Source: an optimization exercise on an open RTL-to-GDS flow (aim: small area). Production flows keep margins and buffers that such runs may drop.
The RTL was checked by simulation tests, not by an equivalence proof against the original design.
The clock port is modelled as an ideal driver, which makes a skipped or thinned clock tree look cheaper than it is; a real chip needs a root buffer or a tree.
Power figures rest on the tool's default switching activity, not on a simulated workload.

Design mtm_Alu, start of the top module:
module mtm_Alu (
    input  wire clk,    
    input  wire rst_n,  
    input  wire sin,    
    output wire sout    
);
Size in the first run: ~300 cells after synthesis, roughly 88 flip-flops, roughly 4 I/O pins.
clock: 8.0 ns
lec_check: 0
abc_area: 1
cap_margin: 20
core_margin: 2
core_utilization: 40
slew_margin: 20
standard.sh (not shown) runs the stock make flow with config.mk's settings and CLKGATE_MAP_FILE= SYNTH_SCRIPT=/design/flow/synth_recipe.tcl, a recipe that flattens the netlist after the stock synthesis.
==> flow/flow/run.sh <==
#!/bin/bash
# The standard layout (standard.sh), with these changes:
#  - the port buffers are buf_1 cells;
#  - after clock tree synthesis, flow/clocktree.tcl replaces its tree by three clkbuf_16
#    buffers fed by the clock port, each driving the clock pins of a third of the
#    flip-flops (cut by position), and sets combinational gates to their smallest drive
#    (repair_design then fixes any slew or capacitance limit); the rest of the flow
#    (routing, finish) is standard.
# Logs: standard_cts.log and standard.log (make's output), clocktree.log (OpenROAD's),
# and each ORFS step's full log under orfs/logs.
set -euo pipefail
# Synthesis: ORFS's, unchanged but for the mapping of the combinational logic: the ABC
# script (flow/abc_area.script: area-oriented mapping, no up-sizing), and no adder cells. Flip-flops are mapped before
# ABC runs, so the registers, their names and their cell types are the standard synthesis's.
rm -rf scripts_abc
cp -r "${FLOW_HOME}/scripts" scripts_abc
cp flow/abc_area.script scripts_abc/abc_area.script
export SCRIPTS_DIR="$PWD/scripts_abc"
# No adder extraction either: ABC maps the counters' increments with the rest.
export ADDER_MAP_FILE=
export CTS_ARGS="-sink_clustering_enable -repair_clock_nets -dont_use_dummy_load"
export BUFFER_PORTS_ARGS="-buffer_cell sky130_fd_sc_hd__buf_1"
bash standard.sh cts > standard_cts.log 2>&1
R=orfs/results/${FLOW_PLATFORM}/mtm_Alu/base
LIB=$(ls ${FLOW_HOME}/platforms/${FLOW_PLATFORM}/lib/sky130_fd_sc_hd__tt_025C_1v80.lib) \
PLATFORM_DIR=${FLOW_HOME}/platforms/${FLOW_PLATFORM} \
IN_ODB=$R/4_cts.odb IN_SDC=$R/4_cts.sdc OUT_ODB=$R/4_cts_new.odb \
NBUF=3 BUFCELL=sky130_fd_sc_hd__clkbuf_16 \
  openroad -no_init -exit flow/clocktree.tcl > clocktree.log 2>&1
cp $R/4_cts_new.odb $R/4_1_cts.odb
sleep 1
cp $R/4_cts_new.odb $R/4_cts.odb
rm -f $R/4_cts_new.odb
bash standard.sh > standard.log 2>&1
==> flow/flow/abc_area.script <==
strash
&get -n
&st
&synch2
&dch
&nf -R 1000 -p -F 8 -A 8 -C 32
&put
topo
==> flow/flow/clocktree.tcl <==
# Rebuild the clock tree that CTS made: drive the flip-flop clock pins from NBUF buffers of
# type BUFCELL, all fed by the clock port's net; then size gates down (below).
# Reads and writes the odb given in env vars.
set lib $::env(LIB)
read_db $::env(IN_ODB)
read_liberty $lib
read_sdc $::env(IN_SDC)
source $::env(PLATFORM_DIR)/setRC.tcl
set block [ord::get_db_block]
set nbuf $::env(NBUF)
set bufcell $::env(BUFCELL)
set db [ord::get_db]
set master [$db findMaster $bufcell]
# the clock port's net
set clkbterm [$block findBTerm clk]
set rootnet [$clkbterm getNet]
# collect sinks: flip-flop clock pins reached through the CTS buffers
set sinks {}
set todo [list $rootnet]
set cts_bufs {}
set cts_nets {}
while {[llength $todo] > 0} {
  set net [lindex $todo 0]
  set todo [lrange $todo 1 end]
  foreach it [$net getITerms] {
    if {[$it isOutputSignal]} { continue }
    set inst [$it getInst]
    set mname [[$inst getMaster] getName]
    if {[string match "*clkbuf*" $mname] || [string match "*clkinv*" $mname]} {
      lappend cts_bufs $inst
      foreach o [$inst getITerms] {
        if {[$o isOutputSignal] && [$o getNet] ne "NULL"} {
          lappend todo [$o getNet]
          lappend cts_nets [$o getNet]
        }
      }
    } else {
      lappend sinks $it
    }
  }
}
puts "sinks [llength $sinks], old clock buffers [llength $cts_bufs]"
foreach it $sinks { $it disconnect }
foreach inst $cts_bufs { odb::dbInst_destroy $inst }
foreach net $cts_nets { odb::dbNet_destroy $net }
# order the sinks by position and cut them into nbuf groups
set pts {}
foreach it $sinks {
  set inst [$it getInst]
  set loc [$inst getLocation]
  lappend pts [list [lindex $loc 0] [lindex $loc 1] $it]
}
set n [llength $pts]
if {$nbuf == 2} {
  set pts [lsort -integer -index 0 $pts]
  set groups [list [lrange $pts 0 [expr {$n/2-1}]] [lrange $pts [expr {$n/2}] end]]
} elseif {$nbuf == 4} {
  set pts [lsort -integer -index 0 $pts]
  set h [expr {$n/2}]
  set groups {}
  foreach half [list [lrange $pts 0 [expr {$h-1}]] [lrange $pts $h end]] {
    set half [lsort -integer -index 1 $half]
    set m [llength $half]
    lappend groups [lrange $half 0 [expr {$m/2-1}]] [lrange $half [expr {$m/2}] end]
  }
} else {
  set pts [lsort -integer -index 0 $pts]
  set groups {}
  for {set g 0} {$g < $nbuf} {incr g} {
    lappend groups [lrange $pts [expr {$g*$n/$nbuf}] [expr {($g+1)*$n/$nbuf-1}]]
  }
}
set g 0
foreach grp $groups {
  set sx 0; set sy 0
  foreach p $grp { incr sx [lindex $p 0]; incr sy [lindex $p 1] }
  set cx [expr {$sx / [llength $grp]}]
  set cy [expr {$sy / [llength $grp]}]
  set inst [odb::dbInst_create $block $master "clkbuf_leaf_$g"]
  $inst setLocation $cx $cy
  $inst setPlacementStatus PLACED
  set net [odb::dbNet_create $block "clknet_leaf_$g"]
  $net setSigType CLOCK
  foreach it [$inst getITerms] {
    set mt [[$it getMTerm] getName]
    if {$mt eq "A"} { $it connect $rootnet }
    if {$mt eq "X"} { $it connect $net }
  }
  foreach p $grp { [lindex $p 2] connect $net }
  puts "leaf $g: [llength $grp] sinks at $cx $cy"
  incr g
}
# Synthesis (ABC) leaves some gates of a low fanout at drive 2 or 4; put every
# combinational gate at its smallest drive, then let repair_design fix any slew or
# capacitance limit that this breaks. Flip-flops, buffers and clock cells stay as they are.
set ndown 0
foreach inst [$block getInsts] {
  set mname [[$inst getMaster] getName]
  if {![regexp {^(sky130_fd_sc_hd__[a-z0-9]+)_([0-9]+)$} $mname -> base drive]} { continue }
  if {$drive <= 1} { continue }
  if {[regexp {__(df|edf|sdf|clk|buf|tap|fill|decap|conb|dly)} $mname]} { continue }
  set small ""
  foreach d {0 1} {
    if {$small eq "" && [$db findMaster ${base}_$d] ne "NULL"} { set small ${base}_$d }
  }
  if {$small eq ""} { continue }
  puts "downsize [$inst getName] $mname -> $small"
  replace_cell [$inst getName] $small
  incr ndown
}
puts "downsized $ndown gates"
estimate_parasitics -placement
repair_design
detailed_placement
check_placement -verbose
estimate_parasitics -placement
report_clock_skew
set worst 0
foreach pin [all_registers -clock_pins -edge_triggered] {
  foreach edge {rise fall} {
    foreach a {min max} {
      set s [expr {[sta::time_ui_sta [get_property $pin slew_${a}_$edge]] * 1e12}]
      if {$s > $worst} { set worst $s }
    }
  }
}
puts "worst flip-flop clock pin slew (placement estimate): $worst ps"
report_check_types -max_slew -max_capacitance
write_db $::env(OUT_ODB)
The starting point produced a clean layout.
Then changed:
--- a/flow/flow/run.sh
+++ b/flow/flow/run.sh
@@ -2 +2 @@
-# The standard layout (standard.sh), with these changes:
+# The standard layout (standard.sh, standard synthesis unchanged), with these changes:
@@ -6,3 +6 @@
-#    flip-flops (cut by position), and sets combinational gates to their smallest drive
-#    (repair_design then fixes any slew or capacitance limit); the rest of the flow
-#    (routing, finish) is standard.
+#    flip-flops (cut by position); the rest of the flow (routing, finish) is standard.
@@ -12,9 +9,0 @@
-# Synthesis: ORFS's, unchanged but for the mapping of the combinational logic: the ABC
-# script (flow/abc_area.script: area-oriented mapping, no up-sizing), and no adder cells. Flip-flops are mapped before
-# ABC runs, so the registers, their names and their cell types are the standard synthesis's.
-rm -rf scripts_abc
-cp -r "${FLOW_HOME}/scripts" scripts_abc
-cp flow/abc_area.script scripts_abc/abc_area.script
-export SCRIPTS_DIR="$PWD/scripts_abc"
-# No adder extraction either: ABC maps the counters' increments with the rest.
-export ADDER_MAP_FILE=
--- a/flow/flow/clocktree.tcl
+++ b/flow/flow/clocktree.tcl
@@ -2,2 +2 @@
-# type BUFCELL, all fed by the clock port's net; then size gates down (below).
-# Reads and writes the odb given in env vars.
+# type BUFCELL, all fed by the clock port's net. Reads and writes the odb given in env vars.
@@ -93,21 +91,0 @@
-# Synthesis (ABC) leaves some gates of a low fanout at drive 2 or 4; put every
-# combinational gate at its smallest drive, then let repair_design fix any slew or
-# capacitance limit that this breaks. Flip-flops, buffers and clock cells stay as they are.
-set ndown 0
-foreach inst [$block getInsts] {
-  set mname [[$inst getMaster] getName]
-  if {![regexp {^(sky130_fd_sc_hd__[a-z0-9]+)_([0-9]+)$} $mname -> base drive]} { continue }
-  if {$drive <= 1} { continue }
-  if {[regexp {__(df|edf|sdf|clk|buf|tap|fill|decap|conb|dly)} $mname]} { continue }
-  set small ""
-  foreach d {0 1} {
-    if {$small eq "" && [$db findMaster ${base}_$d] ne "NULL"} { set small ${base}_$d }
-  }
-  if {$small eq ""} { continue }
-  puts "downsize [$inst getName] $mname -> $small"
-  replace_cell [$inst getName] $small
-  incr ndown
-}
-puts "downsized $ndown gates"
-estimate_parasitics -placement
-repair_design
removed: flow/flow/abc_area.script
Outcome:
- The new run passed the timing, design-rule and antenna checks
- core utilization is lower by 1.4 points
- first-iteration DRC count is lower by 26%
- die area is higher by 11%
- setup slack improved by 110 ps
- critical path depth is higher by 6
- total power is higher by 2.0%
No run of this note takes its clock network from TritonCTS; it comes from the design's own scripts or RTL.

## static timing again, ports no longer ideal
The flow's constraints put no driver on any port. The routed layouts listed below were extracted and timed again, unchanged, in two steps.
Step 1: set_driving_cell puts a clkbuf_16 on clk and a buf_2 on each other input, an assumption about the parent block.
Step 2 times the ports against the registers' clock, not the clock port: input delays grow and output delays shrink by t, the midpoint of the rising clock arrivals with the driver on.
a / b / c = ideal / step 1 / step 2; a / b = the first two.
run | shift t [ns] | setup slack, ns | hold WS [ns] | worst setup path after step 2
the first run | 0.218 | 4.461 / 4.405 / 4.623 | 0.428 / 0.428 / 0.428 | register to output
the second run | 0.223 | 4.568 / 4.511 / 4.734 | 0.419 / 0.419 / 0.419 | register to output
After both steps every run listed still meets setup and hold.
